From an optimization exercise on the open Yosys and OpenROAD flow, aimed at small area and a short achievable clock period; shortcuts taken in it are not production practice. At most, simulation tests tie the RTL to the original design; equivalence was not proved. No functional check of the RTL was part of runs 2 to 7. The clock input has no modelled driver; a real chip could not lean on it and would need a root buffer or a full tree. Power and IR drop assume default switching activity.

==> flow/design.v <==
module alu(
             clk_p_i,
             reset_n_i,
             data_a_i,
             data_b_i,
             inst_i,
             data_o
             );
      input           clk_p_i;
      input           reset_n_i;
      input   [7:0]   data_a_i;
      input   [7:0]   data_b_i;
      input   [2:0]   inst_i;
      output reg  [15:0]  data_o;
      reg     [7:0]    data_a_d1_r;
      reg     [7:0]    data_b_d1_r;
      reg     [2:0]    inst_d1_r;
      wire    [7:0]    a = data_a_d1_r;
      wire    [7:0]    b = data_b_d1_r;
      wire             op_sub = (inst_d1_r == 3'b001);
      wire             op_abs = (inst_d1_r == 3'b101);
      wire             inv    = op_sub | (op_abs & a[7]);
      wire    [7:0]    x      = op_abs ? 8'b0 : b;
      wire    [7:0]    y      = a ^ {8{inv}};
      wire    [8:0]    s;
      wire    [8:0]    sc;
      assign sc[0] = inv;
      genvar q2;
      generate for (q2 = 0; q2 < 8; q2 = q2 + 1) begin : g_add
        assign {sc[q2+1], s[q2]} = x[q2] + y[q2] + sc[q2];
      end endgenerate
      assign s[8] = sc[8];
      wire             s8     = x[7] ^ y[7] ^ s[8];
      wire    [15:0]   prod;
      wire bo_0 = b[0] ^ 1'b0;
      wire bt_0 = (b[1] & ~b[0] & ~1'b0) | (~b[1] & b[0] & 1'b0);
      wire bn_0 = b[1];
      wire pp_0_0 = ((bo_0 & a[0]) | (bt_0 & 1'b0)) ^ bn_0;
      wire pp_0_1 = ((bo_0 & a[1]) | (bt_0 & a[0])) ^ bn_0;
      wire pp_0_2 = ((bo_0 & a[2]) | (bt_0 & a[1])) ^ bn_0;
      wire pp_0_3 = ((bo_0 & a[3]) | (bt_0 & a[2])) ^ bn_0;
      wire pp_0_4 = ((bo_0 & a[4]) | (bt_0 & a[3])) ^ bn_0;
      wire pp_0_5 = ((bo_0 & a[5]) | (bt_0 & a[4])) ^ bn_0;
      wire pp_0_6 = ((bo_0 & a[6]) | (bt_0 & a[5])) ^ bn_0;
      wire pp_0_7 = ((bo_0 & a[7]) | (bt_0 & a[6])) ^ bn_0;
      wire pp_0_8 = ((bo_0 & a[7]) | (bt_0 & a[7])) ^ bn_0;
      wire ps_0 = ~pp_0_8;
      wire bo_1 = b[2] ^ b[1];
      wire bt_1 = (b[3] & ~b[2] & ~b[1]) | (~b[3] & b[2] & b[1]);
      wire bn_1 = b[3];
      wire pp_1_0 = ((bo_1 & a[0]) | (bt_1 & 1'b0)) ^ bn_1;
      wire pp_1_1 = ((bo_1 & a[1]) | (bt_1 & a[0])) ^ bn_1;
      wire pp_1_2 = ((bo_1 & a[2]) | (bt_1 & a[1])) ^ bn_1;
      wire pp_1_3 = ((bo_1 & a[3]) | (bt_1 & a[2])) ^ bn_1;
      wire pp_1_4 = ((bo_1 & a[4]) | (bt_1 & a[3])) ^ bn_1;
      wire pp_1_5 = ((bo_1 & a[5]) | (bt_1 & a[4])) ^ bn_1;
      wire pp_1_6 = ((bo_1 & a[6]) | (bt_1 & a[5])) ^ bn_1;
      wire pp_1_7 = ((bo_1 & a[7]) | (bt_1 & a[6])) ^ bn_1;
      wire pp_1_8 = ((bo_1 & a[7]) | (bt_1 & a[7])) ^ bn_1;
      wire ps_1 = ~pp_1_8;
      wire bo_2 = b[4] ^ b[3];
      wire bt_2 = (b[5] & ~b[4] & ~b[3]) | (~b[5] & b[4] & b[3]);
      wire bn_2 = b[5];
      wire pp_2_0 = ((bo_2 & a[0]) | (bt_2 & 1'b0)) ^ bn_2;
      wire pp_2_1 = ((bo_2 & a[1]) | (bt_2 & a[0])) ^ bn_2;
      wire pp_2_2 = ((bo_2 & a[2]) | (bt_2 & a[1])) ^ bn_2;
      wire pp_2_3 = ((bo_2 & a[3]) | (bt_2 & a[2])) ^ bn_2;
      wire pp_2_4 = ((bo_2 & a[4]) | (bt_2 & a[3])) ^ bn_2;
      wire pp_2_5 = ((bo_2 & a[5]) | (bt_2 & a[4])) ^ bn_2;
      wire pp_2_6 = ((bo_2 & a[6]) | (bt_2 & a[5])) ^ bn_2;
      wire pp_2_7 = ((bo_2 & a[7]) | (bt_2 & a[6])) ^ bn_2;
      wire pp_2_8 = ((bo_2 & a[7]) | (bt_2 & a[7])) ^ bn_2;
      wire ps_2 = ~pp_2_8;
      wire bo_3 = b[6] ^ b[5];
      wire bt_3 = (b[7] & ~b[6] & ~b[5]) | (~b[7] & b[6] & b[5]);
      wire bn_3 = b[7];
      wire pp_3_0 = ((bo_3 & a[0]) | (bt_3 & 1'b0)) ^ bn_3;
      wire pp_3_1 = ((bo_3 & a[1]) | (bt_3 & a[0])) ^ bn_3;
      wire pp_3_2 = ((bo_3 & a[2]) | (bt_3 & a[1])) ^ bn_3;
      wire pp_3_3 = ((bo_3 & a[3]) | (bt_3 & a[2])) ^ bn_3;
      wire pp_3_4 = ((bo_3 & a[4]) | (bt_3 & a[3])) ^ bn_3;
      wire pp_3_5 = ((bo_3 & a[5]) | (bt_3 & a[4])) ^ bn_3;
      wire pp_3_6 = ((bo_3 & a[6]) | (bt_3 & a[5])) ^ bn_3;
      wire pp_3_7 = ((bo_3 & a[7]) | (bt_3 & a[6])) ^ bn_3;
      wire pp_3_8 = ((bo_3 & a[7]) | (bt_3 & a[7])) ^ bn_3;
      wire ps_3 = ~pp_3_8;
      wire m_1, m_2; assign {m_2,m_1} = pp_0_6 + pp_1_4;
      wire m_3, m_4; assign {m_4,m_3} = pp_0_7 + pp_1_5;
      wire m_5, m_6; assign {m_6,m_5} = ps_0 + pp_1_6 + pp_2_4;
      wire m_7, m_8; assign {m_8,m_7} = pp_1_7 + pp_2_5;
      wire m_9, m_10; assign {m_10,m_9} = pp_0_4 + pp_1_2;
      wire m_11, m_12; assign {m_12,m_11} = pp_0_5 + pp_1_3;
      wire m_13, m_14; assign {m_14,m_13} = m_1 + pp_2_2 + pp_3_0;
      wire m_15, m_16; assign {m_16,m_15} = m_2 + m_3 + pp_2_3;
      wire m_17, m_18; assign {m_18,m_17} = m_4 + m_5 + pp_3_2;
      wire m_19, m_20; assign {m_20,m_19} = m_6 + m_7 + pp_3_3;
      wire m_21, m_22; assign {m_22,m_21} = m_8 + ps_1 + pp_2_6;
      wire m_23, m_24; assign {m_24,m_23} = pp_2_7 + pp_3_5;
      wire m_25, m_26; assign {m_26,m_25} = pp_0_2 + pp_1_0;
      wire m_27, m_28; assign {m_28,m_27} = pp_0_3 + pp_1_1;
      wire m_29, m_30; assign {m_30,m_29} = m_9 + pp_2_0 + bn_2;
      wire m_31, m_32; assign {m_32,m_31} = m_10 + m_11 + pp_2_1;
      wire m_33, m_34; assign {m_34,m_33} = m_12 + m_13 + bn_3;
      wire m_35, m_36; assign {m_36,m_35} = m_14 + m_15 + pp_3_1;
      wire m_37, m_38; assign {m_38,m_37} = m_16 + m_17 + 1'b1;
      wire m_39, m_40; assign {m_40,m_39} = m_18 + m_19 + 1'b1;
      wire m_41, m_42; assign {m_42,m_41} = m_20 + m_21 + pp_3_4;
      wire m_43, m_44; assign {m_44,m_43} = m_22 + m_23 + 1'b1;
      wire m_45, m_46; assign {m_46,m_45} = m_24 + ps_2 + pp_3_6;
      wire m_47, m_48; assign {m_48,m_47} = pp_3_7 + 1'b1;
      wire [15:0] mra = {1'b1,m_48,m_46,m_44,m_42,m_40,m_38,m_36,m_34,m_32,m_30,m_28,m_26,m_25,pp_0_1,pp_0_0};
      wire [15:0] mrb = {1'b0,ps_3,m_47,m_45,m_43,m_41,m_39,m_37,m_35,m_33,m_31,m_29,m_27,bn_1,1'b0,bn_0};
      wire [16:0] mc; assign mc[0] = 1'b0;
      genvar q;
      generate for (q = 0; q < 16; q = q + 1) begin : g_fin
        assign {mc[q+1], prod[q]} = mra[q] + mrb[q] + mc[q];
      end endgenerate
      wire    [7:0]    rem;
      wire    [9:0]    a1 = {2'b0, a};
      wire    [9:0]    a2 = {1'b0, a, 1'b0};
      wire    [9:0]    a3 = a1 + a2;
      genvar j;
      generate
        for (j = 1; j <= 4; j = j + 1) begin : g_div
          wire [2*j-1:0] t;
          wire [2*j-1:0] r;
          wire [2*j:0]   d1, d2, d3;
          wire           f1, f2, f3, ge1, ge2, ge3;
          if (j == 1) begin : g_first
            assign t = b[7:6];
          end else begin : g_next
            assign t = {g_div[j-1].r, b[9-2*j:8-2*j]};
          end
          assign f1 = ~|a1[9:2*j];
          assign f2 = ~|a2[9:2*j];
          assign f3 = ~|a3[9:2*j];
          assign d1 = {1'b0, t} - {1'b0, a1[2*j-1:0]};
          assign d2 = {1'b0, t} - {1'b0, a2[2*j-1:0]};
          assign d3 = {1'b0, t} - {1'b0, a3[2*j-1:0]};
          assign ge1 = f1 & ~d1[2*j];
          assign ge2 = f2 & ~d2[2*j];
          assign ge3 = f3 & ~d3[2*j];
          assign r = ge3 ? d3[2*j-1:0] : ge2 ? d2[2*j-1:0] : ge1 ? d1[2*j-1:0] : t;
        end
      endgenerate
      assign rem = g_div[4].r;
      reg     [15:0]   ALU_d2_w;
      always@ (*)
      begin
          case(inst_d1_r)
            3'b000:    ALU_d2_w = {{7{s8}}, s8, s[7:0]};
            3'b001:    ALU_d2_w = {{7{s8}}, s8, s[7:0]};
            3'b010:    ALU_d2_w = prod;
            3'b011:    ALU_d2_w = {8'b0, a & b};
            3'b100:    ALU_d2_w = {8'b0, a ^ b};
            3'b101:    ALU_d2_w = {8'b0, s[7:0]};
            3'b110:    ALU_d2_w = {8'b0, s[8:1]};
            default:   ALU_d2_w = {8'b0, rem};
          endcase
      end
      always@(posedge clk_p_i)
          data_b_d1_r <= data_b_i;
      always@(posedge clk_p_i or negedge reset_n_i)
      begin
          if (reset_n_i == 1'b0)
          begin
            data_a_d1_r <= 0;
            inst_d1_r   <= 3'b011;
            data_o <= 0;
          end
          else
          begin
            data_a_d1_r <= data_a_i;
            inst_d1_r   <= inst_i;
            data_o <= ALU_d2_w;
          end
      end
endmodule
==> flow/flow/run.sh <==
#!/bin/bash
# Layout flow: the standard ORFS flow (standard.sh) with these changes.
#  1. Synthesis runs ORFS's own synthesis script unchanged, but without the
#     full/half-adder cell map (ADDER_MAP_FILE empty), so that ABC maps the
#     adder logic together with the rest of the logic.
#  2. ABC runs flow/abc_area.script in place of ORFS's area script: the
#     synthesis step uses a copy of ORFS's scripts folder in which only that
#     file is replaced.
#  3. Every port gets a buffer, as in the standard flow, but from
#     flow/buffer_ports.tcl (run before global placement): buf_1 cells on
#     the data inputs and outputs, and buf_4 on the reset input.
#  5. flow/settings.sh may set further ORFS variables for the layout steps
#     (for example a setup slack margin for timing repair).
# Each step's full output goes to a log file in this folder.
set -e
HERE=$(pwd)
rm -rf "$HERE/scripts"
cp -r "$FLOW_HOME/scripts" "$HERE/scripts"
cp "$HERE/flow/abc_area.script" "$HERE/scripts/abc_area.script"
export ADDER_MAP_FILE=
bash standard.sh SCRIPTS_DIR="$HERE/scripts" synth > "$HERE/log_synth.txt" 2>&1
export DONT_BUFFER_PORTS=1
export PRE_GLOBAL_PLACE_TCL="$HERE/flow/buffer_ports.tcl"
export POST_CTS_TCL="$HERE/flow/clock_one_level.tcl"
if [[ -f "$HERE/flow/settings.sh" ]]; then source "$HERE/flow/settings.sh"; fi
bash standard.sh finish > "$HERE/log_finish.txt" 2>&1
==> flow/flow/abc_area.script <==
strash
dch
map -D 5000
topo
stime -c
buffer -c
upsize -c
dnsize -c
==> flow/flow/buffer_ports.tcl <==
# PRE_GLOBAL_PLACE hook: buffer every input and output port, as the standard
# flow does, with buf_1 cells on the data inputs and the outputs
# and a buf_4 on the reset input, which fans out to many registers.
buffer_ports -inputs -buffer_cell sky130_fd_sc_hd__buf_1
buffer_ports -outputs -buffer_cell sky130_fd_sc_hd__buf_1
set block [ord::get_db_block]
set rnet [$block findNet reset_n_i]
foreach it [$rnet getITerms] {
  set inst [$it getInst]
  replace_cell [get_cells [$inst getName]] sky130_fd_sc_hd__buf_4
  puts "buffer_ports: reset buffer [$inst getName] is now [[$inst getMaster] getName]"
}
==> flow/flow/clock_one_level.tcl <==
proc drives_something { inst } {
  foreach t [$inst getITerms] {
    if { [$t isOutputSignal] && [$t getNet] ne "NULL" } { return 1 }
  }
  return 0
}
proc out_net { inst } {
  foreach t [$inst getITerms] {
    if { [$t isOutputSignal] } { return [$t getNet] }
  }
  return "NULL"
}
set block [ord::get_db_block]
set port_net [$block findNet clk_p_i]
set port_loads [$port_net getITerms]
if { [llength $port_loads] != 1 } {
  puts "clock_one_level: the clock port drives [llength $port_loads] pins, left as it is"
  return
}
set root [[lindex $port_loads 0] getInst]
set root_out [out_net $root]
set leaves {}
set others 0
foreach it [$root_out getITerms] {
  set inst [$it getInst]
  if { $inst == $root } { continue }
  if { [string match "sky130_fd_sc_hd__clkbuf_*" [[$inst getMaster] getName]] && [drives_something $inst] } {
    lappend leaves $it
  } else {
    incr others
  }
}
if { [llength $leaves] == 0 || [llength $leaves] > 4 || $others > 0 } {
  puts "clock_one_level: [llength $leaves] leaf buffers and $others other loads on the root net, left as it is"
  return
}
# dummy loads on the leaf nets
set dummies 0
foreach it $leaves {
  set leaf_net [out_net [$it getInst]]
  foreach lt [$leaf_net getITerms] {
    set li [$lt getInst]
    if { $li == [$it getInst] } { continue }
    if { ![drives_something $li] } {
      $lt disconnect
      odb::dbInst_destroy $li
      incr dummies
    }
  }
}
# the leaf buffers go onto the clock port's net, the root buffer goes
foreach it $leaves {
  $it disconnect
  $it connect $port_net
}
foreach t [$root getITerms] { if { [$t getNet] ne "NULL" } { $t disconnect } }
odb::dbInst_destroy $root
odb::dbNet_destroy $root_out
puts "clock_one_level: clock port drives [llength $leaves] leaf buffers directly; removed the root buffer and $dummies dummy loads"
estimate_parasitics -placement
report_clock_skew
==> flow/standard.sh <==
#!/bin/bash
# synth_recipe.tcl (not shown) runs the flow's synth.tcl, then flattens the netlist and writes it again
# the make line also repeats each setting of config.mk as NAME=value (left out here)
make -C /OpenROAD-flow-scripts/flow DESIGN_CONFIG=/design/flow/config.mk WORK_HOME=/design/flow/orfs CLKGATE_MAP_FILE= SYNTH_SCRIPT=/design/flow/synth_recipe.tcl "${@:-finish}"
==> flow/config.mk <==
export PLATFORM = sky130hd
export DESIGN_NAME = alu
export DESIGN_NICKNAME = alu
export VERILOG_FILES = /design/flow/design.v
export SDC_FILE = /design/flow/constraint.sdc
export NUM_CORES = 4
export LEC_CHECK = 0
export ABC_AREA = 1
export CAP_MARGIN = 20
export CORE_MARGIN = 2
export CORE_UTILIZATION = 70
export CTS_BUF_LIST = sky130_fd_sc_hd__clkbuf_8
export GPL_TIMING_DRIVEN = 0
export SLEW_MARGIN = 20
==> flow/constraint.sdc <==
create_clock -name core_clock -period 30.0 [get_ports {clk_p_i}]
set_input_delay 6.0000 -clock core_clock [delete_from_list [all_inputs] [get_ports {clk_p_i}]]
set_output_delay 6.0000 -clock core_clock [all_outputs]
set_load 0.01 [all_outputs]
==> results of run 1 <==
==> cell families (layout without fill, tap and decap cells) <==
family	Yosys count	count (layout)
AO/OA/AOI/OAI	192	192
XOR/XNOR	108	108
adder cells (fa/ha/maj)	12	12
flip-flops	35	35
buffers and inverters	116	156
AND/OR/NAND/NOR	390	390
==> Yosys cell counts (5+ instances only) <==
| library cell | count |
|---|---|
| inv_2 | 24 |
| o22ai_1 | 32 |
| dfrtp_1 | 25 |
| xnor2_1 | 21 |
| a21oi_1 | 50 |
| o21ai_0 | 28 |
| nor3_1 | 12 |
| nor2_2 | 11 |
| o21ai_1 | 21 |
| o211ai_1 | 9 |
| nor2_1 | 173 |
| clkbuf_1 | 6 |
| or2_2 | 9 |
| inv_1 | 64 |
| or2_1 | 5 |
| o21ai_2 | 6 |
| maj3_1 | 11 |
| nand2_1 | 134 |
| a21oi_2 | 9 |
| buf_2 | 11 |
| nand3_1 | 21 |
| a221oi_1 | 5 |
| nand2_2 | 9 |
| dfxtp_1 | 8 |
| xor2_1 | 84 |
==> flip-flops by register name (all words and copies together), names as in the netlist <==
register and cells:
data_o 16, inst_d1_r 3, data_a_d1_r 8, data_b_d1_r 8
==> tightest hold or removal path: stages (launching register included) <==
cell and delay (ns):
dfxtp_1 0.39, a21oi_1 0.15, o221ai_1 0.12
==> metrics by stage <==
stage          total power, mW  cells  hold slack (ns)  cell area [um^2]
2_1_floorplan            0.213    853            0.635              5310
3_3_place_gp             0.241    988            0.696              5580
3_5_place_dp             0.249    988            0.698              5580
5_1_grt                  0.303    992            0.750              5630
6_report                 0.280    992            0.715              5630
==> cell type report <==
| type | instances | area share, % |
|---|---|---|
| multi-input cells | 702 | 71.1 |
| flip-flops and latches | 35 | 14.9 |
| inverters | 91 | 6.11 |
| repair buffers | 36 | 2.47 |
| plain buffers | 25 | 2.24 |
| well taps | 99 | 2.20 |
| clock buffers | 4 | 0.978 |
==> routing by layer <==
metal / share of wire, % / global-route usage (%)
met2: 46 / 65.6
met3: 10 / 5.39
met1: 38 / 45.9
met4: 5.5 / 19.3
met5: 0 / 0
==> power groups by stage <==
stage | clock network [mW] | registers (mW) | logic, mW
after global placement | 0 | 0.0569 | 0.184
after detailed placement | 0 | 0.0571 | 0.192
final | 0.0269 | 0.0561 | 0.197
after global routing | 0.0281 | 0.0567 | 0.218
after floorplan | 0 | 0.0595 | 0.153
==> how the worst max path moves through the flow <==
stage,from,end,slack (ns),cells past startpoint
2_1_floorplan,data_o[0],data_o[0],23.62,0
3_3_place_gp,data_o[14],data_o[14],23.54,1
3_5_place_dp,data_o[2],data_o[2],23.53,1
5_1_grt,data_a_d1_r[7],data_o[6],22.99,41
6_report,data_o[3],data_o[3],23.37,1
==> results.txt, run 1 <==
* Clock share of power at 9.6%
* Multi-input gate area at 0.00400 mm^2
* Post-synthesis mux area share at 0%
* Storage element area at 838 um^2
* Final WL at 15900 um
* Sequential area share after synthesis at 15.8%
* Nets at 916
* CP bufs+invs at 1
* Seq cells post-synth at 35
* Share of cells above drive strength 1 at 12.2%
* Total power per unit cell area at 49.7 mW/mm^2
* Ratio of final minimum period to clock period at 22.1%
* R2r setup slk at 23.44 ns
* Share of Yosys cell area claimed by the top area cell type at 13.8%
* Post-synthesis xor/xnor area fraction at 18.4%
* Crit path required time at 24.00 ns
* P_int at 139 uW
* Clk latency of the worst-skew pair at 0.14 ns
* Pre-antenna DRT Iters at 6
* Remaining DRCs at 0
* RSZ-0062 raised after global routing: false
* Hold Crit Start: data_b_d1_r[0]
* Capturing element type of the critical path: output port
* Minimum clock period at 6.63 ns
* GPL Wtd Cong at 1.02
* Hold Path Stages at 2
* Worst endpoint data arrival time at 0.63 ns
* Switch share at 50.4%
* DP HPWL at 12500 um
* RR Endpoint: data_o[6]
* Slew HR at 31.7%
* Crit-path max FO at 1
* Row cnt at 31
* Synth top area cells: xor2_1 14%, nor2_1 12%, dfrtp_1 12%
* Maximum vdd drop at 27.1 uV
* Top_reg_cell synth: dfrtp_1
* Antenna violations before repair at 0
* Leading cell type in the layout, fill and taps excluded: nor2_1
* Crit Path Class: flip-flop to output port
* Die width at 91.1 um
* Initial DRC count at 656
* Die extent in y at 91.1 um
* Syn Area/Cell at 6.23 um^2
* Fmax at 151 MHz
* Max Slew Vio Count at 0
* Post-synth top area cell: xor2_1
* Mapped Area at 0.00531 mm^2
* Max-cap viol count at 0
* DR WL/cell at 16.1 um
* Grt ovf at 0
* CP delay by family, top: flip-flops
* Leakage at 2.55 nW
* R2R Path Start: data_a_d1_r[7]
* IO Count at 37
* Core area at 0.00729 mm^2
* Netlist cell types at 62
* Die ar. at 0.00830 mm^2
* Sequential cell fraction of total power at 20.1%
* Detail Route Antenna Nets at 0
* Final hold viol count at 0
* Setup Total Neg Slack at 0 ns
* Clock sink count at 35
* Vias in the first global route at 5775
* Placement Setup Slack at 23.53 ns
* Synth-to-Final Area Change at 5.98%
* Syn Inst Count at 853
* Final Util at 77.2%
* Comb power frac at 70.3%
* Synth Area in Adders at 2.28%
* Ys Warns at 1
* First-pass GRT wire length at 25900 um
* Reg2Reg Depth at 41
* Largest family of logic cells by synthesized area: simple AND/OR/NAND/NOR gates
* Via density at 6.12
* Status: complete, no violations
* Worst hold path type: flip-flop to flip-flop
* CP max stage delay at 0.37 ns
* Post-synth EDFFs at 0
* Setup Skew at 0.0125 ns
* Hold endpoint: data_o[0]
* Routed vias at 6074
* Compound-Gate Fraction of Synth Area at 23.3%
* Total GRT Usage at 38.0%
* Fillers at 609
* I/O Buffers at 36
* FFs w/ async S/R, synth at 77.1%
* Critical Path, Cell by Cell: buf_1
* Least-Margin Pin Slew at 1.02 ns
* Final setup violation count at 0
* Syn nets at 874
* Commonest non-fill, non-tap cells in the layout: 173 x nor2_1, 134 x nand2_1, 84 x xor2_1
* Initial Utilization at 72.9%
* Clock Pin Slew Worst Setup and Hold Paths at 0.08 ns
* Critical Path Start Type: flip-flop
* # diodes at 0
* CP max stage cell: dfrtp_1
* Switching pwr at 141 uW
* Final worst setup slack at 23.37 ns
* Post-synthesis simple-gate area fraction at 31.4%
* Pin count of the biggest net entering global routing at 28
==> run 2: changes to the inputs <==
--- a/flow/design.v
+++ b/flow/design.v
@@ -112,7 +112,3 @@
       wire [15:0] mrb = {1'b0,ps_3,m_47,m_45,m_43,m_41,m_39,m_37,m_35,m_33,m_31,m_29,m_27,bn_1,1'b0,bn_0};
-      wire [16:0] mc; assign mc[0] = 1'b0;
-      genvar q;
-      generate for (q = 0; q < 16; q = q + 1) begin : g_fin
-        assign {mc[q+1], prod[q]} = mra[q] + mrb[q] + mc[q];
-      end endgenerate
+      assign prod = mra + mrb;
       wire    [7:0]    rem;
--- a/flow/config.mk
+++ b/flow/config.mk
@@ -10,3 +10,3 @@
 export CORE_MARGIN = 2
-export CORE_UTILIZATION = 70
+export CORE_UTILIZATION = 40
 export CTS_BUF_LIST = sky130_fd_sc_hd__clkbuf_8
==> results.txt, run 2 <==
* Total power per unit cell area at 44.3 mW/mm^2
* Design Area, Final at 0.00589 mm^2
* Die extent in y at 121 um
* RSZ-0062 raised after global routing: false
* Synth top area cells: nor2_1 14%, dfrtp_1 11%, xor2_1 11%
* Max-cap viol count at 0
* Detail Route Antenna Nets at 0
* Post-place instance area at 0.00583 mm^2
* Share of cells above drive strength 1 at 11.7%
* Hold Crit Start: data_b_d1_r[0]
* Ys Warns at 1
* Ratio of final minimum period to clock period at 22.1%
* Nets at 980
* Least-Margin Pin Slew at 0.964 ns
* Sequential area share after synthesis at 15.3%
* I/O Buffers at 36
* Worst hold slack at 0.712 ns
* Non-Filler Instances at 1133
* Status: complete, no violations
* Grt ovf at 0
* FFs w/ async S/R, synth at 77.1%
* Slew HR at 35.7%
* Pin count of the biggest net entering global routing at 28
* Placement Setup Slack at 23.53 ns
* R2r setup slk at 23.96 ns
* Syn nets at 938
* Final worst setup slack at 23.37 ns
* CP max stage cell: dfrtp_1
* Synth-to-Final Area Change at 7.66%
* Routed vias at 6008
* Pre-antenna DRT Iters at 6
* GPL Wtd Cong at 0.893
* Largest register FFs at 16
* Worst hold path type: flip-flop to flip-flop
* P_int at 129 uW
* Maximum vdd drop at 24.8 uV
* Share of Yosys cell area claimed by the top area cell type at 14.4%
* Post-synth top area cell: nor2_1
* Fmax at 151 MHz
* Final WL at 16800 um
* Remaining DRCs at 0
* Worst endpoint data arrival time at 0.63 ns
* Die width at 121 um
* Max Slew Vio Count at 0
* Final setup violation count at 0
* Critical Path Start Type: flip-flop
* CP bufs+invs at 1
* Critical Path, Cell by Cell: buf_1
* # diodes at 0
* Crit. Startpoint: data_o[11]
* CP delay by family, top: flip-flops
* Crit Path Class: flip-flop to output port
* Initial Utilization at 41.2%
* Switch share at 50.7%
* Comb power frac at 68.7%
* Crit-path max FO at 1
* Most frequent cells after synthesis: 210 x nor2_1, 155 x nand2_1, 87 x inv_1
* Seq cells post-synth at 35
* Post-synth EDFFs at 0
* Clock Pin Slew Worst Setup and Hold Paths at 0.08 ns
* First-pass GRT wire length at 27000 um
* Antenna violations before repair at 0
* Commonest non-fill, non-tap cells in the layout: 210 x nor2_1, 155 x nand2_1, 87 x inv_1
* Tot Pwr at 261 uW
* Via density at 5.30
* DR WL/cell at 14.8 um
* Core area at 0.0133 mm^2
* Minimum clock period at 6.63 ns
* Sequential cell fraction of total power at 21.4%
* Initial DRC count at 527
* Clock sink count at 35
* Netlist cell types at 60
* Final Util at 44.3%
* Vias in the first global route at 5335
* Top_reg_cell synth: dfrtp_1
* Placed cell count at 1129
* Syn Area/Cell at 5.97 um^2
* Clock share of power at 9.8%
* Total GRT Usage at 23.4%
* Final hold viol count at 0
* Leading cell type in the layout, fill and taps excluded: nor2_1
* Setup Skew at 0.0140 ns
* Mapped Area at 0.00548 mm^2
* DP HPWL at 13200 um
* CP max stage delay at 0.37 ns
* Fillers at 1457
* Setup Total Neg Slack at 0 ns
* Top Registers: data_o: 16 flops, data_a_d1_r: 8 flops, data_b_d1_r: 8 flops
* Top reg by flops: data_o
* Die ar. at 0.0146 mm^2
* Most common cell in the netlist: nor2_1
* R2R Path Start: data_a_d1_r[3]
* Clk latency of the worst-skew pair at 0.14 ns
* Leakage at 2.76 nW
* Row cnt at 42
* Capturing element type of the critical path: output port
* Syn Inst Count at 917
* Switching pwr at 132 uW
* IO Count at 37
* Crit path required time at 24.00 ns
run 2: layout make-up:
class | instances | area, um^2 | area share [%]
buffer | 24 | 128 | 2.17
clock buffer | 4 | 55.1 | 0.934
inverter | 113 | 427 | 7.24
multi-input combinational | 745 | 4090 | 69.3
sequential | 35 | 838 | 14.2
tap | 176 | 220 | 3.74
timing repair buffer | 36 | 139 | 2.36
run 2: kinds of logic after synthesis:
family                     after synthesis  share of synthesized area, %
AOI/OAI and AO/OA                      192                          22.5
adders and majority gates               11                          2.01
buffers and inverters                  137                          10.1
DFF                                     35                          15.3
xor gates and xnor gates                93                          15.3
and+or+nand+nor                        449                          34.7
run 2: layer usage:
layer | wire length, um | up-vias | track usage, %
met5 | 0 | - | 0
met4 | 350 | 0 | 6.90
met3 | 1180 | 31 | 2.49
met2 | 7280 | 243 | 36.1
met1 | 8020 | 2677 | 34.2
li1 | - | 3057 | -
run 2: final timing paths:
path,end,cells past startpoint
max,data_o[11],1
min,data_o[0],4
max reg2reg,data_o[6],33
min reg2reg,data_o[0],4
max in group asynchronous,inst_d1_r[1],1
min in group asynchronous,data_a_d1_r[7],1
run 2: power groups by stage:
stage	Sequential [mW]	Clock (mW)	Combinational, mW
2_1_floorplan	0.0594	0	0.140
3_3_place_gp	0.0568	0	0.177
3_5_place_dp	0.0570	0	0.178
5_1_grt	0.0567	0.0287	0.204
6_report	0.0560	0.0257	0.179
==> run 3: changes to the inputs <==
--- a/flow/design.v
+++ b/flow/design.v
@@ -112,3 +112,8 @@
       wire [15:0] mrb = {1'b0,ps_3,m_47,m_45,m_43,m_41,m_39,m_37,m_35,m_33,m_31,m_29,m_27,bn_1,1'b0,bn_0};
-      assign prod = mra + mrb;
+      wire [8:0] mc; assign mc[0] = 1'b0;
+      genvar q;
+      generate for (q = 0; q < 8; q = q + 1) begin : g_fin
+        assign {mc[q+1], prod[q]} = mra[q] + mrb[q] + mc[q];
+      end endgenerate
+      assign prod[15:8] = mra[15:8] + mrb[15:8] + {7'b0, mc[8]};
       wire    [7:0]    rem;
==> results.txt, run 3 <==
* Status: complete, no violations
* Setup Total Neg Slack at 0 ns
* Setup Skew at 0.0236 ns
* Minimum clock period at 7.06 ns
* Clock Pin Slew Worst Setup and Hold Paths at 0.09 ns
* Most frequent cells after synthesis: 181 x nor2_1, 149 x nand2_1, 80 x xor2_1
* Worst hold path type: flip-flop to flip-flop
* Storage element area at 838 um^2
* Nets at 933
* Remaining DRCs at 0
* Routed vias at 5730
* Syn Inst Count at 870
* Compound-Gate Fraction of Synth Area at 21.6%
* DP HPWL at 13000 um
* Share of Yosys cell area claimed by the top area cell type at 13.2%
* Top_reg_cell synth: dfrtp_1
* Core area at 0.0131 mm^2
* Via density at 5.28
* Share of cells above drive strength 1 at 10.0%
* Post-synthesis xor/xnor area fraction at 18.1%
* Die extent in y at 119 um
* Row cnt at 42
* Final setup violation count at 0
* Least-Margin Pin Slew at 0.870 ns
* Initial DRC count at 461
* Critical Path Start Type: flip-flop
* Total GRT Usage at 23.7%
* Pin count of the biggest net entering global routing at 28
* Cell mode on critical path: nor2_1
* Capturing element type of the critical path: flip-flop
* Final WL at 16400 um
* CP max stage delay at 0.66 ns
* Synth-to-Final Area Change at 7.80%
* Leading cell type in the layout, fill and taps excluded: nor2_1
* FFs w/ async S/R, synth at 77.1%
* Grt ovf at 0
* Clock share of power at 9.6%
* Max-cap viol count at 0
* Design Area, Final at 0.00573 mm^2
* Detail Route Antenna Nets at 0
* Max Slew Vio Count at 0
* Die width at 119 um
* Top reg by flops: data_o
* Vias in the first global route at 5304
* Largest family of logic cells by synthesized area: simple AND/OR/NAND/NOR gates
* Ratio of final minimum period to clock period at 23.5%
* Switch share at 50.1%
* CP max stage cell: dfrtp_1
* Post-place instance area at 0.00567 mm^2
* Syn Area/Cell at 6.10 um^2
* Fmax at 142 MHz
* Netlist cell types at 60
* Leakage at 2.63 nW
* Multi-input gate area at 0.00399 mm^2
* Commonest non-fill, non-tap cells in the layout: 181 x nor2_1, 149 x nand2_1, 80 x xor2_1
* DR WL/cell at 15.1 um
* Mapped Area at 0.00531 mm^2
* Post-synthesis mux area share at 0%
* Largest register FFs at 16
* Top Registers: data_o: 16 flops, data_a_d1_r: 8 flops, data_b_d1_r: 8 flops
* Initial Utilization at 40.6%
* Worst endpoint data arrival time at 7.05 ns
* Switching pwr at 132 uW
* Post-synth EDFFs at 0
* Clk latency of the worst-skew pair at 0.15 ns
* RSZ-0062 raised after global routing: false
* Syn nets at 891
* Fillers at 1444
* GPL Wtd Cong at 0.984
* Post-synthesis simple-gate area fraction at 33.6%
* Slew HR at 41.5%
* Sequential cell fraction of total power at 21.4%
* Synth Area in Adders at 1.74%
* I/O Buffers at 36
* Crit path required time at 29.99 ns
* First-pass GRT wire length at 26900 um
* IO Count at 37
* Seq cells post-synth at 35
* Synth top area cells: xor2_1 13%, nor2_1 13%, dfrtp_1 12%
* P_int at 132 uW
* # diodes at 0
* Antenna violations before repair at 0
* Total power per unit cell area at 46.2 mW/mm^2
* Clock sink count at 35
* Final hold viol count at 0
* Crit Path Class: flip-flop to flip-flop
* Sequential area share after synthesis at 15.8%
* Ys Warns at 1
* Die ar. at 0.0142 mm^2
* Comb power frac at 69.0%
* Maximum vdd drop at 16.8 uV
* Post-synth top area cell: xor2_1
* Most common cell in the netlist: nor2_1
* Crit-path max FO at 9
* Pre-antenna DRT Iters at 6
==> run 3: cell count changes in the layout (fill, tap and decap cells not counted), moves of 5 or more <==
cell / delta
nor2_1: -29
nand3_1: +11
inv_1: -10
xor2_1: +10
nand2_2: -8
a21oi_1: -7
nand2_1: -6
o21ai_0: +6
o21ai_1: -6
xnor2_1: +6
inv_2: -5
==> run 3: worst paths after layout <==
path,from,depth (start not counted),slack (ns),end
max,data_a_d1_r[4],36,22.94,data_o[6]
min,data_b_d1_r[0],2,0.60,data_o[0]
max reg2reg,data_a_d1_r[4],36,22.94,data_o[6]
min reg2reg,data_b_d1_r[0],2,0.60,data_o[0]
max in group asynchronous,reset_n_i,1,23.88,inst_d1_r[0]
min in group asynchronous,reset_n_i,1,5.77,data_a_d1_r[2]
==> run 3: layout make-up <==
type / count / share of cell area, %
plain buffers: 22 / 1.90
clock buffers: 4 / 0.962
well taps: 176 / 3.85
inverters: 100 / 6.60
flip-flops and latches: 35 / 14.6
repair buffers: 36 / 2.43
multi-input cells: 713 / 69.6
==> run 3: per-stage QoR <==
stage	std cells	utilization, %	hold WS, ns	worst slack, ns	power (mW)
finish	1086	43.8	0.597	22.94	0.264
global placement	1082	43.3	0.561	23.16	0.237
detailed placement	1082	43.3	0.573	23.23	0.238
floorplan	870	-	0.524	23.62	0.202
global route	1086	43.8	0.668	22.42	0.292
==> run 3: cells by family after synthesis <==
| kind of cell | count (synthesis) |
|---|---|
| XOR/XNOR | 108 |
| flip-flops | 35 |
| adder cells (fa/ha/maj) | 9 |
| AO/OA/AOI/OAI | 182 |
| buffers and inverters | 122 |
| AND/OR/NAND/NOR | 414 |
==> run 3: worst max-delay path: cells and delay by family (launching register included) <==
kind | cells | cell delay [ns]
AO/OA/AOI/OAI | 12 | 2.24
AND/OR/NAND/NOR | 17 | 2.60
buffers and inverters | 5 | 0.86
XOR/XNOR | 2 | 0.53
flip-flops | 1 | 0.66
==> run 3: per-layer routing <==
layer  wire [um]  up-vias  global-route usage [%]  share of wire [%]
met4         417        0                    7.51                2.5
met2        7490      211                    38.7                 46
met1        7370     2576                    31.9                 45
met5           0        -                       0                  0
li1            -     2917                       -                  -
met3        1140       26                    3.74                6.9
==> run 3: power by group through the flow <==
stage,Combinational [mW],Clock [mW],Sequential (mW)
after floorplan,0.142,0,0.0602
after global placement,0.179,0,0.0576
after detailed placement,0.181,0,0.0576
after global routing,0.207,0.0273,0.0575
final,0.182,0.0254,0.0567
==> run 4: changes to the inputs <==
--- a/flow/design.v
+++ b/flow/design.v
@@ -22,4 +22,6 @@
       wire             inv    = op_sub | (op_abs & a[7]);
-      wire    [7:0]    x      = op_abs ? 8'b0 : b;
+      wire    [7:0]    x      = b & {8{~op_abs}};
       wire    [7:0]    y      = a ^ {8{inv}};
+      wire    [7:0]    p      = x ^ y;       
+      wire    [7:0]    g      = x & y;       
       wire    [8:0]    s;
@@ -29,6 +31,7 @@
       generate for (q2 = 0; q2 < 8; q2 = q2 + 1) begin : g_add
-        assign {sc[q2+1], s[q2]} = x[q2] + y[q2] + sc[q2];
+        assign s[q2]    = p[q2] ^ sc[q2];
+        assign sc[q2+1] = g[q2] | (p[q2] & sc[q2]);
       end endgenerate
       assign s[8] = sc[8];
-      wire             s8     = x[7] ^ y[7] ^ s[8];
+      wire             s8     = p[7] ^ sc[8];
       wire    [15:0]   prod;
@@ -112,8 +115,7 @@
       wire [15:0] mrb = {1'b0,ps_3,m_47,m_45,m_43,m_41,m_39,m_37,m_35,m_33,m_31,m_29,m_27,bn_1,1'b0,bn_0};
-      wire [8:0] mc; assign mc[0] = 1'b0;
+      wire [16:0] mc; assign mc[0] = 1'b0;
       genvar q;
-      generate for (q = 0; q < 8; q = q + 1) begin : g_fin
+      generate for (q = 0; q < 16; q = q + 1) begin : g_fin
         assign {mc[q+1], prod[q]} = mra[q] + mrb[q] + mc[q];
       end endgenerate
-      assign prod[15:8] = mra[15:8] + mrb[15:8] + {7'b0, mc[8]};
       wire    [7:0]    rem;
@@ -154,4 +156,4 @@
             3'b010:    ALU_d2_w = prod;
-            3'b011:    ALU_d2_w = {8'b0, a & b};
-            3'b100:    ALU_d2_w = {8'b0, a ^ b};
+            3'b011:    ALU_d2_w = {8'b0, g};
+            3'b100:    ALU_d2_w = {8'b0, p};
             3'b101:    ALU_d2_w = {8'b0, s[7:0]};
==> results.txt, run 4 <==
* Fillers at 1459
* Minimum clock period at 6.91 ns
* Initial Utilization at 40.6%
* Hold Path Stages at 3
* Top reg by flops: data_o
* Post-synth top area cell: xor2_1
* Worst hold path type: flip-flop to flip-flop
* GPL Wtd Cong at 0.929
* Post-synth EDFFs at 0
* Setup Total Neg Slack at 0 ns
* Nets at 943
* Worst hold slack at 0.798 ns
* Core area at 0.0131 mm^2
* Maximum vdd drop at 17.5 uV
* Top Registers: data_o: 16 flops, data_a_d1_r: 8 flops, data_b_d1_r: 8 flops
* DR WL/cell at 14.4 um
* Max Slew Vio Count at 0
* # diodes at 0
* Worst endpoint data arrival time at 6.89 ns
* Leakage at 2.60 nW
* Synth top area cells: xor2_1 12%, nor2_1 12%, dfrtp_1 12%
* Max-cap viol count at 0
* Least-Margin Pin Slew at 1.01 ns
* Total power per unit cell area at 46.3 mW/mm^2
* Most common cell in the netlist: nor2_1
* Remaining DRCs at 0
* Leading cell type in the layout, fill and taps excluded: nor2_1
* CP max stage delay at 0.53 ns
* Clock Pin Slew Worst Setup and Hold Paths at 0.06 ns
* Setup Skew at 0.00797 ns
* Via density at 5.26
* Cell mode on critical path: nand2_1
* Syn Inst Count at 880
* Die width at 119 um
* Most frequent cells after synthesis: 176 x nor2_1, 154 x nand2_1, 85 x inv_1
* Pin count of the biggest net entering global routing at 28
* Status: complete, no violations
* Clock sink count at 35
* Seq cells post-synth at 35
* Capturing element type of the critical path: flip-flop
* Clk latency of the worst-skew pair at 0.13 ns
* Crit-path max FO at 10
* Share of cells above drive strength 1 at 9.24%
* First-pass GRT wire length at 26300 um
* Row cnt at 42
* Total GRT Usage at 22.8%
* Final hold viol count at 0
* Die ar. at 0.0143 mm^2
* Mapped Area at 0.00533 mm^2
* FFs w/ async S/R, synth at 77.1%
* Synth-to-Final Area Change at 7.76%
* Ratio of final minimum period to clock period at 23.0%
* Detail Route Antenna Nets at 0
* DP HPWL at 12800 um
* Final WL at 15800 um
* Slew HR at 32.3%
* Crit path required time at 29.98 ns
* Share of Yosys cell area claimed by the top area cell type at 12.5%
* RSZ-0062 raised after global routing: false
* Reg2Reg Depth at 40
* Final setup violation count at 0
* Routed vias at 5766
* Sequential area share after synthesis at 15.7%
* Critical Path Start Type: flip-flop
* Netlist cell types at 61
* IO Count at 37
* Ys Warns at 1
* Vias in the first global route at 5273
* Grt ovf at 0
* Commonest non-fill, non-tap cells in the layout: 176 x nor2_1, 154 x nand2_1, 85 x inv_1
* Syn Area/Cell at 6.06 um^2
* Pre-antenna DRT Iters at 5
* Largest register FFs at 16
* Fmax at 145 MHz
* Initial DRC count at 395
* Top_reg_cell synth: dfrtp_1
* Syn nets at 901
* CP max stage cell: nor4_1
* I/O Buffers at 36
* Antenna violations before repair at 0
* Die extent in y at 119 um
* Crit Path Class: flip-flop to flip-flop
run 4: cell count changes after synthesis, sizes merged, moves of 3 or more:
cell and change:
nor3 +3, nor2 -4, o211ai +5, a221oi +5, o21ai +9, xnor2 -4, xor2 -4, maj3 -5
nand2 +5, a21oi -14, clkbuf +4, buf -3
run 4: final timing paths:
path	startpoint	endpoint	slack (ns)
min in group asynchronous	reset_n_i	data_o[13]	5.77
max reg2reg	data_a_d1_r[7]	data_o[5]	23.09
min	inst_d1_r[2]	data_o[4]	0.80
max	data_a_d1_r[7]	data_o[5]	23.09
max in group asynchronous	reset_n_i	inst_d1_r[1]	23.91
min reg2reg	inst_d1_r[2]	data_o[4]	0.80
run 4: critical path: cells and delay by family (launching register included):
family	cells	cell delay [ns]
simple gates	20	2.83
compound gates	13	2.35
buf+inv	5	0.83
xor+xnor	2	0.37
flops	1	0.35
run 4: through the flow:
| step | area [um^2] | instances | power, mW | setup WS (ns) | utilization, % |
|---|---|---|---|---|---|
| floorplan | 5330 | 880 | 0.208 | 23.62 | - |
| global placement | 5690 | 1092 | 0.240 | 23.28 | 43.3 |
| detailed placement | 5690 | 1092 | 0.242 | 23.33 | 43.3 |
| global route | 5750 | 1096 | 0.294 | 22.32 | 43.8 |
| finish | 5750 | 1096 | 0.266 | 23.09 | 43.8 |
run 4: cell families after synthesis:
logic type | after synthesis | synth area share (%)
simple gates | 424 | 34.4
compound gates | 193 | 23.2
buf+inv | 124 | 8.98
xor+xnor | 100 | 16.9
flops | 35 | 15.7
fa+ha+maj | 4 | 0.774
run 4: final cells by class:
cell class,instances,area (um^2),share of cell area (%)
repair buffers,36,139,2.42
inverters,101,380,6.62
clock buffers,4,55.1,0.958
well taps,176,220,3.83
flip-flops and latches,35,838,14.6
multi-input cells,721,4020,69.9
plain buffers,23,98.8,1.72
run 4: power by group:
part / switching (mW) / internal (mW) / total (mW)
clock: 0.0126 / 0.0121 / 0.0247
sequential: 0.00288 / 0.0534 / 0.0563
combinational: 0.116 / 0.0695 / 0.185
run 4: routing by layer:
layer | global-route usage (%) | wire length (um) | vias to the layer above | part of all wire, %
met5 | 0 | 0 | - | 0
met4 | 6.62 | 397 | 0 | 2.5
met3 | 2.01 | 690 | 27 | 4.4
met2 | 39.9 | 7470 | 151 | 47
met1 | 29.6 | 7250 | 2601 | 46
li1 | - | - | 2987 | -
==> run 5: changes to the inputs <==
--- a/flow/design.v
+++ b/flow/design.v
@@ -19,9 +19,8 @@
       wire    [7:0]    b = data_b_d1_r;
-      wire             op_sub = (inst_d1_r == 3'b001);
-      wire             op_abs = (inst_d1_r == 3'b101);
+      wire    [2:0]    inst = inst_d1_r ^ 3'b011;
+      wire             op_sub = (inst == 3'b001);
+      wire             op_abs = (inst == 3'b101);
       wire             inv    = op_sub | (op_abs & a[7]);
-      wire    [7:0]    x      = b & {8{~op_abs}};
+      wire    [7:0]    x      = op_abs ? 8'b0 : b;
       wire    [7:0]    y      = a ^ {8{inv}};
-      wire    [7:0]    p      = x ^ y;       
-      wire    [7:0]    g      = x & y;       
       wire    [8:0]    s;
@@ -31,7 +30,6 @@
       generate for (q2 = 0; q2 < 8; q2 = q2 + 1) begin : g_add
-        assign s[q2]    = p[q2] ^ sc[q2];
-        assign sc[q2+1] = g[q2] | (p[q2] & sc[q2]);
+        assign {sc[q2+1], s[q2]} = x[q2] + y[q2] + sc[q2];
       end endgenerate
       assign s[8] = sc[8];
-      wire             s8     = p[7] ^ sc[8];
+      wire             s8     = x[7] ^ y[7] ^ s[8];
       wire    [15:0]   prod;
@@ -152,3 +150,3 @@
       begin
-          case(inst_d1_r)
+          case(inst)
             3'b000:    ALU_d2_w = {{7{s8}}, s8, s[7:0]};
@@ -156,4 +154,4 @@
             3'b010:    ALU_d2_w = prod;
-            3'b011:    ALU_d2_w = {8'b0, g};
-            3'b100:    ALU_d2_w = {8'b0, p};
+            3'b011:    ALU_d2_w = {8'b0, a & b};
+            3'b100:    ALU_d2_w = {8'b0, a ^ b};
             3'b101:    ALU_d2_w = {8'b0, s[7:0]};
@@ -170,3 +168,3 @@
             data_a_d1_r <= 0;
-            inst_d1_r   <= 3'b011;
+            inst_d1_r   <= 3'b000;
             data_o <= 0;
@@ -176,3 +174,3 @@
             data_a_d1_r <= data_a_i;
-            inst_d1_r   <= inst_i;
+            inst_d1_r   <= inst_i ^ 3'b011;
             data_o <= ALU_d2_w;
==> results.txt, run 5 <==
* Status: complete, no violations
* Storage element area at 836 um^2
* Final WL at 16900 um
* IO Count at 37
* Top reg by flops: data_o
* Worst endpoint data arrival time at 6.73 ns
* Fillers at 1456
* Pre-antenna DRT Iters at 5
* Total power per unit cell area at 47.7 mW/mm^2
* Synth Area in Adders at 2.27%
* Largest family of logic cells by synthesized area: simple AND/OR/NAND/NOR gates
* Final hold viol count at 0
* Most frequent cells after synthesis: 181 x nor2_1, 139 x nand2_1, 81 x xor2_1
* Slew HR at 34.3%
* Ratio of final minimum period to clock period at 22.5%
* Clock sink count at 35
* Post-synthesis mux area share at 0%
* Minimum clock period at 6.74 ns
* Netlist cell types at 62
* Tot Pwr at 274 uW
* Worst hold slack at 0.697 ns
* Post-synthesis simple-gate area fraction at 32.9%
* Setup Skew at 0.0163 ns
* CP max stage delay at 0.55 ns
* Post-place instance area at 0.00570 mm^2
* Maximum vdd drop at 18.4 uV
* Die ar. at 0.0143 mm^2
* Final Util at 43.8%
* Remaining DRCs at 0
* Worst hold path type: flip-flop to flip-flop
* First-pass GRT wire length at 28000 um
* Ys Warns at 1
* Die width at 120 um
* Mapped Area at 0.00534 mm^2
* Synth top area cells: xor2_1 13%, nor2_1 13%, dfrtp_1 13%
* Core area at 0.0131 mm^2
* # diodes at 0
* FFs w/ async S/R, synth at 77.1%
* CP max stage cell: dfrtp_1
* Fmax at 148 MHz
* Share of Yosys cell area claimed by the top area cell type at 13.3%
* Die extent in y at 120 um
* Nets at 934
* Least-Margin Pin Slew at 0.978 ns
* Grt ovf at 0
* Detail Route Antenna Nets at 0
* Compound-Gate Fraction of Synth Area at 24.3%
* Crit Path Class: flip-flop to flip-flop
* Crit path required time at 29.98 ns
* Initial Utilization at 40.6%
* Placement Setup Slack at 23.38 ns
* Design Area, Final at 0.00575 mm^2
* Top_reg_cell synth: dfrtp_1
* Commonest non-fill, non-tap cells in the layout: 181 x nor2_1, 139 x nand2_1, 81 x xor2_1
* Largest register FFs at 16
* Post-synthesis xor/xnor area fraction at 16.5%
* Top Registers: data_o: 16 flops, data_a_d1_r: 8 flops, data_b_d1_r: 8 flops
* Clock Pin Slew Worst Setup and Hold Paths at 0.07 ns
* Leakage at 2.59 nW
* Setup Total Neg Slack at 0 ns
* Syn nets at 892
* Total GRT Usage at 24.2%
* I/O Buffers at 36
* Max Slew Vio Count at 0
* Initial DRC count at 471
* Critical Path Start Type: flip-flop
* Antenna violations before repair at 0
* GPL Wtd Cong at 0.920
* DP HPWL at 13200 um
* Seq cells post-synth at 35
* Placed cell count at 1083
* Vias in the first global route at 5630
* Most common cell in the netlist: nor2_1
* Sequential area share after synthesis at 15.7%
* Post-synth top area cell: xor2_1
* RSZ-0062 raised after global routing: false
* Final setup violation count at 0
* Multi-input gate area at 0.00406 mm^2
* Capturing element type of the critical path: flip-flop
* Row cnt at 42
* Clk latency of the worst-skew pair at 0.14 ns
* Syn Area/Cell at 6.13 um^2
* Share of cells above drive strength 1 at 9.77%
* Final worst setup slack at 23.26 ns
* Routed vias at 5892
* Via density at 5.42
* Post-synth EDFFs at 0
* Pin count of the biggest net entering global routing at 28
* Syn Inst Count at 871
* Crit-path max FO at 10
* Max-cap viol count at 0
* Leading cell type in the layout, fill and taps excluded: nor2_1
* Non-Filler Instances at 1087
* Synth-to-Final Area Change at 7.76%
* DR WL/cell at 15.5 um
[run 5: area by class of cell]
| type | count | share of cell area [%] |
|---|---|---|
| Multi-Input combinational cell | 719 | 70.5 |
| Tap cell | 176 | 3.83 |
| Sequential cell | 35 | 14.5 |
| Clock buffer | 4 | 0.957 |
| Inverter | 94 | 6.13 |
| Buffer | 23 | 1.65 |
| Timing Repair Buffer | 36 | 2.41 |
[run 5: cell families after synthesis]
logic type      after synthesis
simple gates                409
compound gates              199
buf+inv                     117
xor+xnor                     99
flops                        35
fa+ha+maj                    12
[run 5: power by group]
group	total [mW]	internal, mW	switching, mW
Clock	0.0254	0.0121	0.0133
Combinational	0.192	0.0717	0.120
Sequential	0.0570	0.0535	0.00352
[run 5: final timing paths]
kind	slack [ns]	startpoint	to	cells after the start
max	23.26	data_a_d1_r[0]	data_o[6]	39
max reg2reg	23.26	data_a_d1_r[0]	data_o[6]	39
min in group asynchronous	5.78	reset_n_i	data_o[1]	1
min reg2reg	0.70	data_b_d1_r[0]	data_o[0]	3
max in group asynchronous	23.94	reset_n_i	data_o[15]	1
min	0.70	data_b_d1_r[0]	data_o[0]	3
[run 5: worst max-delay path: cells and delay by family, from the launching register on]
family | cells | cell delay (ns)
compound gates | 17 | 2.92
simple gates | 14 | 2.14
buf+inv | 8 | 0.98
flops | 1 | 0.55
[run 5: layer usage]
| layer | share of wire [%] | track usage (%) | vias to the layer above |
|---|---|---|---|
| met2 | 46 | 41.3 | 203 |
| met1 | 45 | 32.3 | 2682 |
| met4 | 2.8 | 8.31 | 0 |
| li1 | - | - | 2975 |
| met3 | 5.8 | 1.71 | 32 |
| met5 | 0 | 0 | - |
==> run 6: changes to the inputs <==
--- a/flow/design.v
+++ b/flow/design.v
@@ -19,5 +19,4 @@
       wire    [7:0]    b = data_b_d1_r;
-      wire    [2:0]    inst = inst_d1_r ^ 3'b011;
-      wire             op_sub = (inst == 3'b001);
-      wire             op_abs = (inst == 3'b101);
+      wire             op_sub = (inst_d1_r == 3'b001);
+      wire             op_abs = (inst_d1_r == 3'b101);
       wire             inv    = op_sub | (op_abs & a[7]);
@@ -119,5 +118,13 @@
       wire    [7:0]    rem;
+      wire    [9:0]    a3;
+      wire    [8:0]    a3c;
+      assign a3[0]  = a[0];
+      assign a3c[1] = 1'b0;
+      genvar q3;
+      generate for (q3 = 1; q3 < 8; q3 = q3 + 1) begin : g_a3
+        assign {a3c[q3+1], a3[q3]} = a[q3] + a[q3-1] + a3c[q3];
+      end endgenerate
+      assign {a3[9], a3[8]} = a[7] + a3c[8];
       wire    [9:0]    a1 = {2'b0, a};
       wire    [9:0]    a2 = {1'b0, a, 1'b0};
-      wire    [9:0]    a3 = a1 + a2;
       genvar j;
@@ -134,5 +141,5 @@
           end
-          assign f1 = ~|a1[9:2*j];
-          assign f2 = ~|a2[9:2*j];
-          assign f3 = ~|a3[9:2*j];
+          assign f1 = ({2'b0, a}       < (10'd1 << (2*j)));
+          assign f2 = ({1'b0, a, 1'b0} < (10'd1 << (2*j)));
+          assign f3 = ({2'b0, a} < ((10'd1 << (2*j)) + 10'd2) / 10'd3);
           assign d1 = {1'b0, t} - {1'b0, a1[2*j-1:0]};
@@ -150,3 +157,3 @@
       begin
-          case(inst)
+          case(inst_d1_r)
             3'b000:    ALU_d2_w = {{7{s8}}, s8, s[7:0]};
@@ -168,3 +175,3 @@
             data_a_d1_r <= 0;
-            inst_d1_r   <= 3'b000;
+            inst_d1_r   <= 3'b011;
             data_o <= 0;
@@ -174,3 +181,3 @@
             data_a_d1_r <= data_a_i;
-            inst_d1_r   <= inst_i ^ 3'b011;
+            inst_d1_r   <= inst_i;
             data_o <= ALU_d2_w;
==> results.txt, run 6 <==
* Status: complete, no violations
* Row cnt at 42
* I/O Buffers at 36
* Die extent in y at 121 um
* Routed vias at 5543
* Commonest non-fill, non-tap cells in the layout: 158 x nand2_1, 137 x nor2_1, 80 x xor2_1
* First-pass GRT wire length at 26400 um
* DR WL/cell at 14.9 um
* GPL Wtd Cong at 0.954
* Post-synth top area cell: xor2_1
* Total GRT Usage at 22.9%
* Post-place instance area at 0.00581 mm^2
* Crit path required time at 24.00 ns
* Mapped Area at 0.00546 mm^2
* Die width at 121 um
* CP delay by family, top: flip-flops
* Clock Pin Slew Worst Setup and Hold Paths at 0.07 ns
* # diodes at 0
* Final worst setup slack at 23.36 ns
* Maximum vdd drop at 25.7 uV
* Leakage at 2.61 nW
* Critical Path, Cell by Cell: buf_1
* Via density at 5.21
* Ratio of final minimum period to clock period at 22.1%
* Die ar. at 0.0146 mm^2
* Synth top area cells: xor2_1 13%, dfrtp_1 11%, nand2_1 11%
* Final setup violation count at 0
* Setup Skew at 0.0154 ns
* Seq cells post-synth at 35
* Capturing element type of the critical path: output port
* CP max stage cell: dfrtp_1
* Grt ovf at 0
* Non-Filler Instances at 1064
* Clk latency of the worst-skew pair at 0.14 ns
* Minimum clock period at 6.64 ns
* Synth-to-Final Area Change at 7.59%
* Crit Path Class: flip-flop to output port
* Leading cell type in the layout, fill and taps excluded: nand2_1
* RSZ-0062 raised after global routing: false
* Initial DRC count at 426
* IO Count at 37
* Final WL at 15800 um
* Pin count of the biggest net entering global routing at 28
* Design Area, Final at 0.00587 mm^2
* Detail Route Antenna Nets at 0
* Netlist cell types at 72
* Hold Path Stages at 2
* Final hold viol count at 0
* Vias in the first global route at 5208
* Share of cells above drive strength 1 at 12.2%
* Nets at 911
* Sequential area share after synthesis at 15.4%
* Fillers at 1442
* Total power per unit cell area at 49.0 mW/mm^2
* Fmax at 151 MHz
* Post-synth EDFFs at 0
* Worst hold slack at 0.692 ns
* Slew HR at 41.4%
* Remaining DRCs at 0
* Most frequent cells after synthesis: 158 x nand2_1, 137 x nor2_1, 80 x xor2_1
* Syn Inst Count at 848
* Share of Yosys cell area claimed by the top area cell type at 12.8%
* Critical Path Start Type: flip-flop
* Largest register FFs at 16
* Setup Total Neg Slack at 0 ns
* Final Util at 44.1%
* Tot Pwr at 288 uW
* Syn Area/Cell at 6.43 um^2
* CP max stage delay at 0.38 ns
* Crit-path max FO at 1
* Syn nets at 869
* Clock sink count at 35
* CP bufs+invs at 1
* DP HPWL at 12600 um
* Placed cell count at 1060
* Least-Margin Pin Slew at 0.873 ns
* Reg2Reg Depth at 44
* Top_reg_cell synth: dfrtp_1
* FFs w/ async S/R, synth at 77.1%
* Most common cell in the netlist: nand2_1
* Worst endpoint data arrival time at 0.64 ns
* Initial Utilization at 41.0%
* Pre-antenna DRT Iters at 5
* Worst hold path type: flip-flop to flip-flop
* Core area at 0.0133 mm^2
* Placement Setup Slack at 23.52 ns
* Max-cap viol count at 0
* Critical Path Stages at 1
* Ys Warns at 1
* Max Slew Vio Count at 0
* Top reg by flops: data_o
* Top Registers: data_o: 16 flops, data_a_d1_r: 8 flops, data_b_d1_r: 8 flops
* Antenna violations before repair at 0
[run 6: changes by cell type after synthesis, sizes merged, moves of 4 or more]
cell,delta
a21oi,-4
buf,+9
clkbuf,-4
clkinv,+6
inv,-13
nand2,+29
nand3,+7
nor2,-58
xnor2,+7
xor2,+4
[run 6: worst register-to-register path, delay by kind of cell (launching register included)]
| kind | cells | cell delay (ns) |
|---|---|---|
| and+or+nand+nor | 20 | 2.18 |
| xor gates and xnor gates | 3 | 0.71 |
| AOI/OAI and AO/OA | 14 | 2.30 |
| DFF | 1 | 0.32 |
| buffers and inverters | 7 | 0.84 |
[run 6: power by group]
group,internal (mW),leakage [nW],switching (mW)
sequential,0.0537,0.397,0.00298
clock,0.0121,0.0288,0.0117
combinational,0.0788,2.18,0.128
total,0.145,2.61,0.143
[run 6: area by class of cell]
type                    instances  area [um^2]  share of cell area, %
plain buffers                  28          204                   3.47
clock buffers                   4         55.1                  0.938
inverters                      87          335                   5.71
multi-input cells             698         4080                   69.5
flip-flops and latches         35          838                   14.3
well taps                     176          220                   3.75
repair buffers                 36          139                   2.37
[run 6: logic make-up (layout without fill, tap and decap cells)]
family / Yosys count / count (layout) / share of synthesized area, %
simple gates: 381 / 381 / 30.3
compound gates: 194 / 194 / 23.6
buf+inv: 115 / 155 / 9.89
xor+xnor: 110 / 110 / 18.6
flops: 35 / 35 / 15.4
fa+ha+maj: 13 / 13 / 2.39
[run 6: metal layers]
layer / global-route usage [%] / share of wire (%)
met1: 32.1 / 47
met2: 36.5 / 43
met3: 2.12 / 6.2
met4: 8.21 / 3.3
met5: 0 / 0
[run 6: worst paths after layout]
kind                       slack (ns)            from            to
setup / recovery                23.36       data_o[3]     data_o[3]
hold / removal                   0.69  data_b_d1_r[0]     data_o[0]
setup reg to reg                23.53  data_a_d1_r[6]     data_o[0]
hold reg to reg                  0.69  data_b_d1_r[0]     data_o[0]
max in group asynchronous       23.91       reset_n_i  inst_d1_r[0]
min in group asynchronous        5.78       reset_n_i     data_o[8]
==> run 7: changes to the inputs <==
--- a/flow/design.v
+++ b/flow/design.v
@@ -118,14 +118,6 @@
       wire    [7:0]    rem;
-      wire    [9:0]    a3;
-      wire    [8:0]    a3c;
-      assign a3[0]  = a[0];
-      assign a3c[1] = 1'b0;
-      genvar q3;
-      generate for (q3 = 1; q3 < 8; q3 = q3 + 1) begin : g_a3
-        assign {a3c[q3+1], a3[q3]} = a[q3] + a[q3-1] + a3c[q3];
-      end endgenerate
-      assign {a3[9], a3[8]} = a[7] + a3c[8];
       wire    [9:0]    a1 = {2'b0, a};
       wire    [9:0]    a2 = {1'b0, a, 1'b0};
-      genvar j;
+      wire    [9:0]    a3 = a1 + a2;
+      genvar j, i;
       generate
@@ -141,8 +133,26 @@
           end
-          assign f1 = ({2'b0, a}       < (10'd1 << (2*j)));
-          assign f2 = ({1'b0, a, 1'b0} < (10'd1 << (2*j)));
-          assign f3 = ({2'b0, a} < ((10'd1 << (2*j)) + 10'd2) / 10'd3);
-          assign d1 = {1'b0, t} - {1'b0, a1[2*j-1:0]};
-          assign d2 = {1'b0, t} - {1'b0, a2[2*j-1:0]};
-          assign d3 = {1'b0, t} - {1'b0, a3[2*j-1:0]};
+          assign f1 = ~|a1[9:2*j];
+          assign f2 = ~|a2[9:2*j];
+          assign f3 = ~|a3[9:2*j];
+          wire [2*j:0] bw1;
+          assign bw1[0] = 1'b0;
+          for (i = 0; i < 2*j; i = i + 1) begin : g_s1
+            assign d1[i] = t[i] ^ a1[i] ^ bw1[i];
+            assign bw1[i+1] = (~t[i] & a1[i]) | (~t[i] & bw1[i]) | (a1[i] & bw1[i]);
+          end
+          assign d1[2*j] = bw1[2*j];
+          wire [2*j:0] bw2;
+          assign bw2[0] = 1'b0;
+          for (i = 0; i < 2*j; i = i + 1) begin : g_s2
+            assign d2[i] = t[i] ^ a2[i] ^ bw2[i];
+            assign bw2[i+1] = (~t[i] & a2[i]) | (~t[i] & bw2[i]) | (a2[i] & bw2[i]);
+          end
+          assign d2[2*j] = bw2[2*j];
+          wire [2*j:0] bw3;
+          assign bw3[0] = 1'b0;
+          for (i = 0; i < 2*j; i = i + 1) begin : g_s3
+            assign d3[i] = t[i] ^ a3[i] ^ bw3[i];
+            assign bw3[i+1] = (~t[i] & a3[i]) | (~t[i] & bw3[i]) | (a3[i] & bw3[i]);
+          end
+          assign d3[2*j] = bw3[2*j];
           assign ge1 = f1 & ~d1[2*j];
==> results.txt, run 7 <==
* Syn Inst Count at 822
* Remaining DRCs at 0
* Clock Pin Slew Worst Setup and Hold Paths at 0.07 ns
* Setup Total Neg Slack at 0 ns
* Syn Area/Cell at 6.27 um^2
* Most frequent cells after synthesis: 169 x nand2_1, 125 x nor2_1, 79 x xor2_1
* Ratio of final minimum period to clock period at 22.8%
* Fmax at 147 MHz
* Largest register FFs at 16
* IO Count at 37
* GPL Wtd Cong at 0.946
* Cell mode on critical path: nand2_1
* Clk latency of the worst-skew pair at 0.14 ns
* Final hold viol count at 0
* Die extent in y at 118 um
* Mapped Area at 0.00515 mm^2
* Status: complete, no violations
* Vias in the first global route at 4950
* Switching pwr at 130 uW
* Grt ovf at 0
* Commonest non-fill, non-tap cells in the layout: 169 x nand2_1, 125 x nor2_1, 79 x xor2_1
* Via density at 5.29
* I/O Buffers at 36
* Hold endpoint: data_o[6]
* Final worst setup slack at 23.17 ns
* Initial Utilization at 40.8%
* Tot Pwr at 260 uW
* Crit Path Class: flip-flop to flip-flop
* Minimum clock period at 6.83 ns
* Hold Crit Start: data_b_d1_r[6]
* Antenna violations before repair at 0
* Top reg by flops: data_o
* Max-cap viol count at 0
* # diodes at 0
* RSZ-0062 raised after global routing: false
* Slew HR at 38.7%
* Non-Filler Instances at 1034
* Clock share of power at 9.4%
* Netlist cell types at 69
* R2R Path Start: data_a_d1_r[3]
* Ys Warns at 1
* Synth-to-Final Area Change at 7.94%
* Capturing element type of the critical path: flip-flop
* Worst endpoint data arrival time at 6.83 ns
* Placement Setup Slack at 23.28 ns
* Seq cells post-synth at 35
* Fillers at 1412
* Detail Route Antenna Nets at 0
* Die ar. at 0.0138 mm^2
* Share of Yosys cell area claimed by the top area cell type at 13.4%
* Hold Path Stages at 5
* Nets at 885
* Pre-antenna DRT Iters at 5
* Crit path required time at 30.00 ns
* Total power per unit cell area at 46.8 mW/mm^2
* Max Slew Vio Count at 0
* Top_reg_cell synth: dfrtp_1
* First-pass GRT wire length at 25700 um
* Switch share at 50.0%
* Leakage at 2.46 nW
* Least-Margin Pin Slew at 0.913 ns
* R2r setup slk at 23.17 ns
* Final WL at 15700 um
* Most common cell in the netlist: nand2_1
* Setup Skew at 0.0162 ns
* Row cnt at 41
* Initial DRC count at 388
* Worst hold path type: flip-flop to flip-flop
* Die width at 118 um
* Top Registers: data_o: 16 flops, data_a_d1_r: 8 flops, data_b_d1_r: 8 flops
* Total GRT Usage at 23.0%
* Core area at 0.0126 mm^2
* Post-synth EDFFs at 0
* Share of cells above drive strength 1 at 11.4%
* Crit-path max FO at 10
* Sequential cell fraction of total power at 21.7%
* DP HPWL at 12400 um
* Post-synth top area cell: xor2_1
* Clock sink count at 35
* Sequential area share after synthesis at 16.3%
* CP max stage cell: clkbuf_1
* Final setup violation count at 0
* Syn nets at 843
* Reg2Reg Depth at 40
* Leading cell type in the layout, fill and taps excluded: nand2_1
* Placed cell count at 1030
* Critical Path Start Type: flip-flop
* Maximum vdd drop at 31.4 uV
* FFs w/ async S/R, synth at 77.1%
* DR WL/cell at 15.2 um
* Pin count of the biggest net entering global routing at 28
* Routed vias at 5473
* CP max stage delay at 0.57 ns
* Comb power frac at 68.9%
* P_int at 130 uW
* RR Endpoint: data_o[6]
* Synth top area cells: xor2_1 13%, nand2_1 12%, dfrtp_1 12%
==> run 7: routing by layer <==
metal | up-vias | routed length, um | global-route usage [%]
met5 | - | 0 | 0
met1 | 2457 | 7750 | 34.1
met3 | 26 | 1020 | 3.34
met4 | 0 | 291 | 5.72
met2 | 173 | 6670 | 35.1
li1 | 2817 | - | -
==> run 7: area by class of cell <==
| type | instances | area, um^2 | area share (%) |
|---|---|---|---|
| plain buffers | 27 | 121 | 2.18 |
| clock buffers | 4 | 55.1 | 0.989 |
| inverters | 81 | 304 | 5.46 |
| multi-input cells | 679 | 3890 | 69.9 |
| flip-flops and latches | 35 | 838 | 15.1 |
| well taps | 172 | 215 | 3.87 |
| repair buffers | 36 | 139 | 2.50 |
==> run 7: power groups by stage <==
stage          logic [mW]  registers (mW)  clock network (mW)
2_1_floorplan       0.139          0.0599                   0
3_3_place_gp        0.176          0.0572                   0
3_5_place_dp        0.177          0.0573                   0
5_1_grt             0.201          0.0571              0.0285
6_report            0.179          0.0564              0.0246
==> run 7: stage by stage <==
step                      util [%]  cell area [um^2]  hold WS [ns]
after floorplan                  -              5150         0.646
after global placement        43.7              5510         0.755
after detailed placement      43.7              5510         0.752
after global routing          44.1              5560         0.846
final                         44.1              5560         0.781
==> run 7: cell families after synthesis <==
group                      share of synthesized area, %
and+or+nand+nor                                    32.6
buffers and inverters                              8.25
adders and majority gates                          2.82
DFF                                                16.3
AOI/OAI and AO/OA                                  24.1
xor gates and xnor gates                           16.0
==> run 7: worst max-delay path by stage <==
stage / cells after the start / end / slack [ns] / start
after floorplan: 0 / data_o[0] / 23.62 / data_o[0]
after global placement: 40 / data_o[6] / 23.33 / data_a_d1_r[3]
after detailed placement: 41 / data_o[3] / 23.28 / data_a_d1_r[3]
after global routing: 41 / data_o[3] / 22.45 / data_a_d1_r[3]
final: 40 / data_o[6] / 23.17 / data_a_d1_r[3]
==> run 7: worst max-delay path: cells and delay by family (launching register included) <==
kind / cells / cell delay (ns)
simple gates: 13 / 1.76
xor+xnor: 3 / 0.65
compound gates: 17 / 2.53
flops: 1 / 0.32
buf+inv: 6 / 1.22
fa+ha+maj: 1 / 0.20

[afterwards: timing with drivers on the ports]
In the flow no input, the clock included, has a driving cell. The finished layouts below were timed again as built, in two steps.
Step 1 assumes that a clkbuf_16 drives the clock port and a buf_2 every other input.
Step 2, shift: input delay + t, output delay - t, t = (earliest + latest rising clock arrival at the registers) / 2. This alone moves slack from input paths to output paths.
a / b / c = no drivers / after step 1 / after step 2; a / b = the first two.
run	t, ns	setup slack, ns	worst setup path after step 2
run 1	0.191	23.367 / 23.309 / 23.438	register to register
run 2	0.199	23.372 / 23.306 / 23.505	register to output
run 3	0.200	22.941 / 22.941 / 22.941	register to register
run 4	0.191	23.089 / 23.089 / 23.089	register to register
run 5	0.198	23.255 / 23.255 / 23.255	register to register
run 6	0.204	23.364 / 23.288 / 23.492	register to output
run 7	0.197	23.175 / 23.175 / 23.175	register to register
After both steps setup and hold are still met in every run listed.
